Source: an optimization exercise on an open RTL-to-GDS flow (aim: small area and a short achievable clock period). Production flows keep margins and buffers that such runs may drop.
The RTL was checked by simulation tests, not by an equivalence proof against the original design.
No activity file was given, so power comes from the tool's default toggle rates.

// cam_core
module cam_core #(
  parameter DATA_WIDTH = 32,
  parameter ADDR_WIDTH = 5
  ) (
  input  logic                  clk,
  input  logic                  reset,
  input  logic                  cam_we,
  input  logic [ADDR_WIDTH-1:0] cam_addr,
  input  logic [DATA_WIDTH-1:0] cam_data,
  input  logic                  cam_valid,
  input  logic [DATA_WIDTH-1:0] lookup_data,
  output logic [ADDR_WIDTH-1:0] lookup_addr,
  output logic                  lookup_hit
);
  localparam ADDR_DEPTH = 2**ADDR_WIDTH;
  logic [DATA_WIDTH-1:0] lookup_table [ADDR_DEPTH];
  logic [ADDR_DEPTH-1:0] lookup_inval;
  logic [ADDR_DEPTH-1:0] lookup_off;
  logic [ADDR_DEPTH-1:0] lookup_miss;
  logic [ADDR_WIDTH-1:0] lookup_addr_d;
  logic                  lookup_hit_d;
  logic [3:0] dec_lo;
  logic [7:0] dec_hi;
  logic [ADDR_DEPTH-1:0] wsel, wsel_n;
  logic cam_valid_n;
  cam_dec2 u_dec_lo (.a(cam_addr[1:0]), .y(dec_lo));
  cam_dec3 u_dec_hi (.en(cam_we), .a(cam_addr[4:2]), .y(dec_hi));
  assign cam_valid_n = ~cam_valid;
  genvar i, k;
  generate for (i=0; i<ADDR_DEPTH; i++) begin : store_gen
    logic [DATA_WIDTH-1:0] nxt;
    logic inval_nxt;
    cam_and2  u_ws  (.a(dec_lo[i%4]), .b(dec_hi[i/4]), .y(wsel[i]));
  ...
==> flow/config.mk <==
export PLATFORM = sky130hd
export DESIGN_NAME = cam_core
export DESIGN_NICKNAME = cam_core
export VERILOG_FILES = /design/flow/design.v
export SDC_FILE = /design/flow/constraint.sdc
export NUM_CORES = 4
export LEC_CHECK = 0
export CAP_MARGIN = 20
export CORE_MARGIN = 2
export CORE_UTILIZATION = 65
export CTS_CLUSTER_DIAMETER = 80
export CTS_CLUSTER_SIZE = 25
export PLACE_DENSITY = 0.75
export SETUP_SLACK_MARGIN = 1.5
export SLEW_MARGIN = 20
export SYNTH_HIERARCHICAL = 1
export TNS_END_PERCENT = 5
==> flow/constraint.sdc <==
create_clock -name core_clock -period 3.2 [get_ports {clk}]
set_input_delay 0.6400 -clock core_clock [delete_from_list [all_inputs] [get_ports {clk}]]
set_output_delay 0.6400 -clock core_clock [all_outputs]
set_load 0.01 [all_outputs]
run.sh (not shown) runs the stock make flow with config.mk's settings and CLKGATE_MAP_FILE= SYNTH_SCRIPT=/design/flow/synth_recipe.tcl, a recipe that flattens the netlist after the stock synthesis.
The baseline completed with no timing, DRC or antenna violations.
Edit:
CORE_UTILIZATION = 75   (was 65)
PLACE_DENSITY = 0.85   (was 0.75)
SETUP_SLACK_MARGIN = 1.4   (was 1.5)
TNS_END_PERCENT = default   (was 5)
After rerunning:
- utilization goes up by 9.8 points
- critical path depth goes up by 1
- cell area goes down by a few percent
- cell count goes down by a few percent
- clock skew is about the same
- sequential power hardly moves
Edit:
CORE_UTILIZATION = 70   (was 75)
PLACE_DENSITY = 0.8   (was 0.85)
Fmax climbs by 3.4%. Sequential power stays flat. Hold slack loses 0.11 ns. Synthesized cell count does not change. Combinational power drops by about 2%. Count of clock-buffer cells in the layout went up by 2. First-iteration DRC count is lower by about 10%. Routed wire length goes down by about 1%. Area after synthesis stays the same. Cell area barely changes.
Edit:
CORE_UTILIZATION = 65   (was 70)
PLACE_DENSITY = 0.75   (was 0.8)
SETUP_SLACK_MARGIN = 1.3   (was 1.4)
What happened: Setup slack gets worse by 0.010 ns; design area stays flat; final cell count rises by 1.6%; maximum frequency falls by 0.55%; first-iteration DRC count falls by 17%; wire length falls by 4.7%; global-route usage falls by 3.2 points; worst hold slack gets better by 0.046 ns; combinational power falls by 2.9%; die area rises by 7.6%.


Starting RTL as in the previous note.
Settings: LEC_CHECK=0, CAP_MARGIN=20, CORE_MARGIN=2, CORE_UTILIZATION=65, CTS_CLUSTER_DIAMETER=80, CTS_CLUSTER_SIZE=25, PLACE_DENSITY=0.75, SETUP_SLACK_MARGIN=1.8, SLEW_MARGIN=20, SYNTH_HIERARCHICAL=1; clock period 3.2 ns.
The baseline ran to the end with no violations.
Rerun with:
==> flow/flow/run.sh (new file) <==
#!/bin/bash
# Standard layout, but let timing repair resize gates to any footprint
# (the platform default restricts it to same-footprint swaps).
set -o pipefail
bash standard.sh MATCH_CELL_FOOTPRINT=0 finish > standard.log 2>&1
==> flow/standard.sh (new file) <==
#!/bin/bash
# synth_recipe.tcl (not shown) runs the flow's synth.tcl, then flattens the netlist and writes it again
# the make line also repeats each setting of config.mk as NAME=value (left out here)
make -C /OpenROAD-flow-scripts/flow DESIGN_CONFIG=/design/flow/config.mk WORK_HOME=/design/flow/orfs CLKGATE_MAP_FILE= SYNTH_SCRIPT=/design/flow/synth_recipe.tcl "${@:-finish}"
--- a/flow/config.mk
+++ b/flow/config.mk
@@ -12,5 +12,5 @@
 export CTS_CLUSTER_SIZE = 25
 export PLACE_DENSITY = 0.75
-export SETUP_SLACK_MARGIN = 1.8
+export SETUP_SLACK_MARGIN = 1.4
 export SLEW_MARGIN = 20
 export SYNTH_HIERARCHICAL = 1
removed: flow/run.sh
Register-to-register slack gets worse by 0.07 ns; design area is lower by 6.3%; power is lower by 2.4%; critical path depth is higher by 8; flip-flop and latch count does not change; global-route usage is lower by 6.8 points; cell count is lower by 2.5%; wire length is lower by 12%.
Rerun with:
==> flow/run.sh (new file) <==
#!/bin/bash
# synth_recipe.tcl (not shown) runs the flow's synth.tcl, then flattens the netlist and writes it again
# the make line also repeats each setting of config.mk as NAME=value (left out here)
make -C /OpenROAD-flow-scripts/flow DESIGN_CONFIG=/design/flow/config.mk WORK_HOME=/design/flow/orfs CLKGATE_MAP_FILE= SYNTH_SCRIPT=/design/flow/synth_recipe.tcl finish
removed: flow/flow/run.sh
removed: flow/standard.sh
The changed run passed the timing, DRC and antenna checks.
Synthesized cell count does not change.
Utilization goes up by 0.56 points.
Routed wire length came out higher by 2.5%.
Total power hardly moves.
Die area does not change.
Design area went up by about 0.7%.
Clock-buffer cell count does not change.
Sequential share of layout area shrinks by 0.32 points.
Flip-flop and latch count stays the same.
Rerun with:
--- a/flow/config.mk
+++ b/flow/config.mk
@@ -8,8 +8,8 @@
 export CAP_MARGIN = 20
 export CORE_MARGIN = 2
-export CORE_UTILIZATION = 65
+export CORE_UTILIZATION = 60
 export CTS_CLUSTER_DIAMETER = 80
 export CTS_CLUSTER_SIZE = 25
-export PLACE_DENSITY = 0.75
+export PLACE_DENSITY = 0.7
 export SETUP_SLACK_MARGIN = 1.4
 export SLEW_MARGIN = 20
After rerunning:
- routed wire length fell by 1.6%
- power is higher by about 0.54%
- clock-buffer cell count grows by 2
- non-clock buffer count fell by 123
- worst setup slack loses 0.015 ns
- sequential cell count stays the same
- first-iteration DRC count drops by about 2.5%
- die area climbs by about 8%
Rerun with:
--- a/flow/config.mk
+++ b/flow/config.mk
@@ -6,11 +6,11 @@
 export NUM_CORES = 4
 export LEC_CHECK = 0
-export CAP_MARGIN = 20
+export CAP_MARGIN = 5
 export CORE_MARGIN = 2
-export CORE_UTILIZATION = 60
+export CORE_UTILIZATION = 65
 export CTS_CLUSTER_DIAMETER = 80
 export CTS_CLUSTER_SIZE = 25
-export PLACE_DENSITY = 0.7
+export PLACE_DENSITY = 0.75
 export SETUP_SLACK_MARGIN = 1.4
-export SLEW_MARGIN = 20
+export SLEW_MARGIN = 5
 export SYNTH_HIERARCHICAL = 1
After rerunning: The changed run produced a clean layout. Via count grows by 3.4%. Register-to-register slack got worse by 0.03 ns. Die area drops by 7.6%. Total power shrinks by 0.54%.
Rerun with:
--- a/flow/config.mk
+++ b/flow/config.mk
@@ -6,5 +6,5 @@
 export NUM_CORES = 4
 export LEC_CHECK = 0
-export CAP_MARGIN = 5
+export CAP_MARGIN = 20
 export CORE_MARGIN = 2
 export CORE_UTILIZATION = 65
@@ -12,5 +12,5 @@
 export CTS_CLUSTER_SIZE = 25
 export PLACE_DENSITY = 0.75
-export SETUP_SLACK_MARGIN = 1.4
-export SLEW_MARGIN = 5
+export SETUP_SLACK_MARGIN = 1.6
+export SLEW_MARGIN = 20
 export SYNTH_HIERARCHICAL = 1
Power is higher by 2.8%.
Sequential cell count stays the same.
Via count is higher by 2.1%.


Setup of P:
Another version of the RTL of cam_core (not shown whole).
Size in the first run: ~2800 cells after synthesis, ~79 I/O pins, roughly 45000 µm² of cells after synthesis.
==> flow/config.mk <==
export PLATFORM = sky130hd
export DESIGN_NAME = cam_core
export DESIGN_NICKNAME = cam_core
export VERILOG_FILES = /design/flow/design.v
export SDC_FILE = /design/flow/constraint.sdc
export NUM_CORES = 4
export LEC_CHECK = 0
export CAP_MARGIN = 20
export CORE_MARGIN = 2
export CORE_UTILIZATION = 65
export CTS_CLUSTER_DIAMETER = 80
export CTS_CLUSTER_SIZE = 30
export PLACE_DENSITY = 0.75
export SETUP_SLACK_MARGIN = 1.3
export SLEW_MARGIN = 20
==> flow/constraint.sdc <==
create_clock -name core_clock -period 3.2 [get_ports {clk}]
set_input_delay 0.6400 -clock core_clock [delete_from_list [all_inputs] [get_ports {clk}]]
set_output_delay 0.6400 -clock core_clock [all_outputs]
set_load 0.01 [all_outputs]
Stock flow here: none of the scripts above is used.
No stage failed in P, and the final checks on the layout all came back clean.
Setup changes, P to Q
Settings: CTS_CLUSTER_DIAMETER no longer set, was 80; CORE_UTILIZATION now 50, was 65; SETUP_SLACK_MARGIN no longer set, was 1.3; CTS_CLUSTER_SIZE no longer set, was 30; PLACE_DENSITY now 0.65, was 0.75.
==> results.txt <==
Compared with P, Q improves worst hold margin.
Q vs P: overall power of the completed layout up by more than 10%
Looking at number of H-tree levels, Q sits 1 higher than P does.
The well tap count in P is 0.76 times that in Q.
Switching component of the power, Q and P: larger value in Q
Comparing Q and P, clock power share is lower on P.
In Q the clock skew turned out 0.010 ns lower than in P.
Final area | Q above P
Input-level comparison between R and Q:
Settings: SETUP_SLACK_MARGIN: unset -> 1.3; PLACE_DENSITY: 0.65 -> 0.75; CORE_UTILIZATION: 50 -> 65.
[summary]
On total power, Q and R are neck and neck. For non-clock buffer area fraction after layout, Q and R come out practically identical. Re cell total after placement: R is 308 down on Q.


== build 9 ==
Another version of the RTL of cam_core (not shown whole).
Size: about 3800 cells after synthesis.
export LEC_CHECK = 0
export CAP_MARGIN = 20
export CORE_MARGIN = 2
export CORE_UTILIZATION = 65
export CTS_CLUSTER_DIAMETER = 80
export CTS_CLUSTER_SIZE = 25
export PLACE_DENSITY = 0.75
export SETUP_SLACK_MARGIN = 1.4
export SLEW_MARGIN = 20
export SYNTH_HIERARCHICAL = 1
create_clock -name core_clock -period 3.2 [get_ports {clk}]
standard.sh (not shown) runs the stock make flow with config.mk's settings and CLKGATE_MAP_FILE= SYNTH_SCRIPT=/design/flow/synth_recipe.tcl, a recipe that flattens the netlist after the stock synthesis.
==> flow/flow/run.sh <==
#!/bin/bash
# Standard layout, but let timing repair resize gates to any footprint
# (the platform default restricts it to same-footprint swaps).
set -o pipefail
bash standard.sh MATCH_CELL_FOOTPRINT=0 finish > standard.log 2>&1
Build 9 went all the way through the flow, and no timing, DRC or antenna check failed.
For build 21, these inputs were changed with respect to build 9:
Settings: changing SETUP_SLACK_MARGIN from 1.4 to 1.6.
==> flow/run.sh (new file) <==
#!/bin/bash
# synth_recipe.tcl (not shown) runs the flow's synth.tcl, then flattens the netlist and writes it again
# the make line also repeats each setting of config.mk as NAME=value (left out here)
make -C /OpenROAD-flow-scripts/flow DESIGN_CONFIG=/design/flow/config.mk WORK_HOME=/design/flow/orfs CLKGATE_MAP_FILE= SYNTH_SCRIPT=/design/flow/synth_recipe.tcl finish
removed: flow/flow/run.sh
removed: flow/standard.sh
Findings:
Build 21: full flow OK, the timing, DRC and antenna checks passed. Looking at period utilization across build 21 and build 9, the one that comes out higher is build 21. Going from build 9 to build 21, multi-input combinational cell count now sits higher; initial antenna violation count now sits lower; power in combinational cells now sits higher; worst hold slack now sits higher. Worst setup slack | build 21 below build 9. Cmp build 21 and build 9 / layout-stage area growth over the synthesis result / higher: build 21.
Input-level comparison between build 44 and build 21:
Settings: SETUP_SLACK_MARGIN changed from 1.6 to 1.4.
Notes after the runs:
Across build 44 and build 21, the outcome is the same: a clean finish for every run.
Relative to build 21, the number of buffers created by CTS of build 44 is lower by 1.
Summary of build 44 over build 21: clock latency reported for the late side of the worst-skew pair stayed essentially flat, final critical delay including setup and external delays fell by 0.20 ns, number of post-CTS setup repair buffers fell by 69%, number of global-route vias before repair fell by 397.
The post-layout net count of build 44 is lower than that of build 21.
Of the two values seen for commonest non-fill, non-tap cell in the layout, sky130_fd_sc_hd__a22o_1 was produced by build 21 and sky130_fd_sc_hd__dfxtp_1 by build 44.
On build 44: final wirelength is 4200 um lower than what build 21 gave.
| global router's overall resource usage | higher: build 44 |
Going from build 21 to build 44, number of buffers outside the clock class in the layout lost 25%, worst hold slack after final layout lost 0.061 ns, count of filler cells inserted in the layout picked up an extra 318.


## xenon
The RTL this note starts from:
==> flow/design.v <==
module cam_xnor2 (input logic a, b, output logic y);
  assign y = ~(a ^ b);
endmodule
module cam_nand4 (input logic a, b, c, d, output logic y);
  assign y = ~(a & b & c & d);
endmodule
module cam_nand2 (input logic a, b, output logic y);
  assign y = ~(a & b);
endmodule
module cam_nor3 (input logic a, b, c, output logic y);
  assign y = ~(a | b | c);
endmodule
module cam_nor2 (input logic a, b, output logic y);
  assign y = ~(a | b);
endmodule
module cam_or2 (input logic a, b, output logic y);
  assign y = a | b;
endmodule
module cam_and2 (input logic a, b, output logic y);
  assign y = a & b;
endmodule
module cam_dec2 (input logic [1:0] a, output logic [3:0] y);
  always_comb for (int n=0; n<4; n++) y[n] = (a == n);
endmodule
module cam_dec3 (input logic en, input logic [2:0] a, output logic [7:0] y);
  always_comb for (int n=0; n<8; n++) y[n] = en & (a == n);
endmodule
module cam_hold (input logic q, d, we, we_n, output logic y);
  assign y = (we & d) | (we_n & q);
endmodule
module cam_match (
  input  logic [31:0] entry,
  input  logic        off,
  input  logic [31:0] key,
  output logic        miss,
  output logic        miss_h
);
  logic [31:0] eq;
  logic [7:0]  ne4;
  logic [3:0]  eq8;
  genvar j;
  generate
    for (j=0; j<32; j++) begin : bit_gen
      cam_xnor2 u_x (.a(entry[j]), .b(key[j]), .y(eq[j]));
    end
    for (j=0; j<8; j++) begin : n4_gen
      cam_nand4 u_n (.a(eq[4*j]), .b(eq[4*j+1]), .c(eq[4*j+2]), .d(eq[4*j+3]), .y(ne4[j]));
    end
    for (j=1; j<4; j++) begin : e8_gen
      cam_nor2 u_e (.a(ne4[2*j]), .b(ne4[2*j+1]), .y(eq8[j]));
    end
  endgenerate
  cam_nor3 u_e0 (.a(ne4[0]), .b(ne4[1]), .c(off), .y(eq8[0]));
  cam_nand4 u_m (.a(eq8[0]), .b(eq8[1]), .c(eq8[2]), .d(eq8[3]), .y(miss));
  cam_nand4 u_mh (.a(eq8[0]), .b(eq8[1]), .c(eq8[2]), .d(eq8[3]), .y(miss_h));
endmodule
module cam_none8 (
  input  logic [7:0] miss,
  output logic       none8
);
  logic [1:0] any4;
  cam_nand4 u_a0 (.a(miss[0]), .b(miss[1]), .c(miss[2]), .d(miss[3]), .y(any4[0]));
  cam_nand4 u_a1 (.a(miss[4]), .b(miss[5]), .c(miss[6]), .d(miss[7]), .y(any4[1]));
  cam_nor2  u_n  (.a(any4[0]), .b(any4[1]), .y(none8));
endmodule
module cam_any32 (
  input  logic [31:0] miss,
  output logic        y
);
  logic [7:0] any4;
  logic [3:0] none8;
  genvar j;
  generate
    for (j=0; j<8; j++) begin : a_gen
      cam_nand4 u_a (.a(miss[4*j]), .b(miss[4*j+1]), .c(miss[4*j+2]), .d(miss[4*j+3]), .y(any4[j]));
    end
    for (j=0; j<4; j++) begin : n_gen
      cam_nor2 u_n (.a(any4[2*j]), .b(any4[2*j+1]), .y(none8[j]));
    end
  endgenerate
  cam_nand4 u_y (.a(none8[0]), .b(none8[1]), .c(none8[2]), .d(none8[3]), .y(y));
endmodule
module cam_core #(
  parameter DATA_WIDTH = 32,
  parameter ADDR_WIDTH = 5
  ) (
  input  logic                  clk,
  input  logic                  reset,
  input  logic                  cam_we,
  input  logic [ADDR_WIDTH-1:0] cam_addr,
  input  logic [DATA_WIDTH-1:0] cam_data,
  input  logic                  cam_valid,
  input  logic [DATA_WIDTH-1:0] lookup_data,
  output logic [ADDR_WIDTH-1:0] lookup_addr,
  output logic                  lookup_hit
);
  localparam ADDR_DEPTH = 2**ADDR_WIDTH;
  logic [DATA_WIDTH-1:0] lookup_table [ADDR_DEPTH];
  logic [ADDR_DEPTH-1:0] lookup_inval;
  logic [ADDR_DEPTH-1:0] lookup_off;
  logic [ADDR_DEPTH-1:0] lookup_miss;
  logic [ADDR_DEPTH-1:0] lookup_miss_h;
  logic                  lookup_hit_d;
  logic [3:0] dec_lo;
  logic [7:0] dec_hi;
  logic [ADDR_DEPTH-1:0] wsel, wsel_n;
  logic cam_valid_n;
  cam_dec2 u_dec_lo (.a(cam_addr[1:0]), .y(dec_lo));
  cam_dec3 u_dec_hi (.en(cam_we), .a(cam_addr[4:2]), .y(dec_hi));
  assign cam_valid_n = ~cam_valid;
  genvar i, k;
  generate for (i=0; i<ADDR_DEPTH; i++) begin : store_gen
    logic [DATA_WIDTH-1:0] nxt;
    logic inval_nxt;
    cam_and2  u_ws  (.a(dec_lo[i%4]), .b(dec_hi[i/4]), .y(wsel[i]));
    cam_nand2 u_wsn (.a(dec_lo[i%4]), .b(dec_hi[i/4]), .y(wsel_n[i]));
    for (k=0; k<DATA_WIDTH; k++) begin : bit_gen
      cam_hold u_h (.q(lookup_table[i][k]), .d(cam_data[k]), .we(wsel[i]), .we_n(wsel_n[i]), .y(nxt[k]));
    end
    always_ff @(posedge clk) begin
      lookup_table[i] <= nxt;
    end
    logic inval_hold;
    cam_hold u_vh (.q(lookup_inval[i]), .d(cam_valid_n), .we(wsel[i]), .we_n(wsel_n[i]), .y(inval_hold));
    cam_or2 u_vr (.a(inval_hold), .b(reset), .y(inval_nxt));
    always_ff @(posedge clk) begin
      lookup_inval[i] <= inval_nxt;
    end
  end endgenerate
  generate for (i=0; i<ADDR_DEPTH; i++) begin : lookup_gen
    cam_or2 u_off (.a(lookup_inval[i]), .b(reset), .y(lookup_off[i]));
    cam_match u_match (
      .entry(lookup_table[i]), .off(lookup_off[i]), .key(lookup_data),
      .miss(lookup_miss[i]), .miss_h(lookup_miss_h[i])
    );
  end endgenerate
  logic [1:0] addr_none_d [ADDR_WIDTH];
  logic [1:0] addr_none_q [ADDR_WIDTH];
  generate for (k=0; k<ADDR_WIDTH; k++) begin : enc_gen
    logic [15:0] sel;
    for (i=0; i<16; i++) begin : sel_gen
      localparam int IDX = ((i >> k) << (k+1)) | (1 << k) | (i & ((1 << k) - 1));
      assign sel[i] = lookup_miss[IDX];
    end
    cam_none8 u_n0 (.miss(sel[7:0]),  .none8(addr_none_d[k][0]));
    cam_none8 u_n1 (.miss(sel[15:8]), .none8(addr_none_d[k][1]));
    always_ff @(posedge clk) begin
      addr_none_q[k] <= addr_none_d[k];
    end
    cam_nand2 u_out (.a(addr_none_q[k][0]), .b(addr_none_q[k][1]), .y(lookup_addr[k]));
  end endgenerate
  cam_any32 u_hit (.miss(lookup_miss_h), .y(lookup_hit_d));
  always_ff @(posedge clk) begin
    lookup_hit  <= lookup_hit_d;
  end
endmodule
make LEC_CHECK=0 CAP_MARGIN=20 CORE_MARGIN=2 CORE_UTILIZATION=65 CTS_CLUSTER_DIAMETER=80 CTS_CLUSTER_SIZE=25 PLACE_DENSITY=0.75 SETUP_SLACK_MARGIN=1.5 SLEW_MARGIN=20 SYNTH_HIERARCHICAL=1 finish   # period 3.2 ns
run.sh (not shown) runs the stock make flow with config.mk's settings and CLKGATE_MAP_FILE= SYNTH_SCRIPT=/design/flow/synth_recipe.tcl, a recipe that flattens the netlist after the stock synthesis.
Stock flow here: none of the scripts above is used.
## Diff of input files: pepper against xenon
Settings: changing SETUP_SLACK_MARGIN from 1.5 to 1.4.
--- outcome ---
- No stage failed in pepper, and the final checks on the layout all came back clean.
- Compared with xenon, pepper shows number of clock buffers in the layout that has gone down by a little under 10%.
- Power density of the placed cells (higher): pepper
- pepper — met3 wire length about 30% lower, xenon as reference
- Looking at signed area change from the synthesized netlist to the final layout, pepper sits below xenon.
- Between pepper and xenon, fmax is higher for xenon, pepper comes in under that.
- pepper vs xenon, count of buffers not belonging to the clock network in the layout went down by about 32%.

==> re-timing with driven ports <==
In the flow no input, the clock included, has a driving cell. The finished layouts below were timed again as built, in two steps. Step 1 assumes that a clkbuf_16 drives the clock port and a buf_2 every other input. Step 2 moves the port delays by t, midway between the first and last clock arrival at a register: inputs arrive t later, outputs are due t later. That takes back most of the time a late clock gives input paths. Three values: no drivers, after step 1, after step 2; two values: the first two.
run | t, ns | setup slack, ns | worst register clock-pin slew, ns
the first run of note 1 | 0.722 | 1.317 / 1.323 / 0.633 | 0.11 / 0.11
the second run of note 1 | 0.707 | 1.230 / 1.271 / 0.564 | 0.11 / 0.11
the third run of note 1 | 0.704 | 1.294 / 1.295 / 0.628 | 0.11 / 0.11
the fourth run of note 1 | 0.702 | 1.284 / 1.256 / 0.621 | 0.10 / 0.10
the first run of note 2 | 0.716 | 1.398 / 1.329 / 0.664 | 0.11 / 0.11
the second run of note 2 | 0.702 | 1.292 / 1.330 / 0.628 | 0.10 / 0.10
the third run of note 2 | 0.704 | 1.336 / 1.334 / 0.669 | 0.10 / 0.10
the fourth run of note 2 | 0.718 | 1.321 / 1.280 / 0.562 | 0.10 / 0.10
the fifth run of note 2 | 0.704 | 1.336 / 1.334 / 0.669 | 0.10 / 0.10
the sixth run of note 2 | 0.714 | 1.382 / 1.346 / 0.676 | 0.11 / 0.11
P | 0.702 | 0.886 / 0.886 / 0.232 | 0.12 / 0.12
Q | 0.738 | 0.502 / 0.544 / -0.194 | 0.07 / 0.07
R | 0.725 | 0.824 / 0.824 / 0.220 | 0.07 / 0.07
build 9 | 0.706 | 1.225 / 1.155 / 0.714 | 0.10 / 0.10
build 21 | 0.712 | 1.046 / 0.980 / 0.804 | 0.11 / 0.11
build 44 | 0.710 | 1.244 / 1.171 / 0.720 | 0.10 / 0.10
xenon | 0.709 | 1.298 / 1.229 / 0.645 | 0.11 / 0.11
pepper | 0.710 | 1.259 / 1.252 / 0.593 | 0.10 / 0.10
With both steps, setup timing fails in Q, where it was met with ideal ports. The setup slack of the fourth run of note 2, which loses most, moves by -0.041 ns with the drivers and by -0.759 ns with both steps.
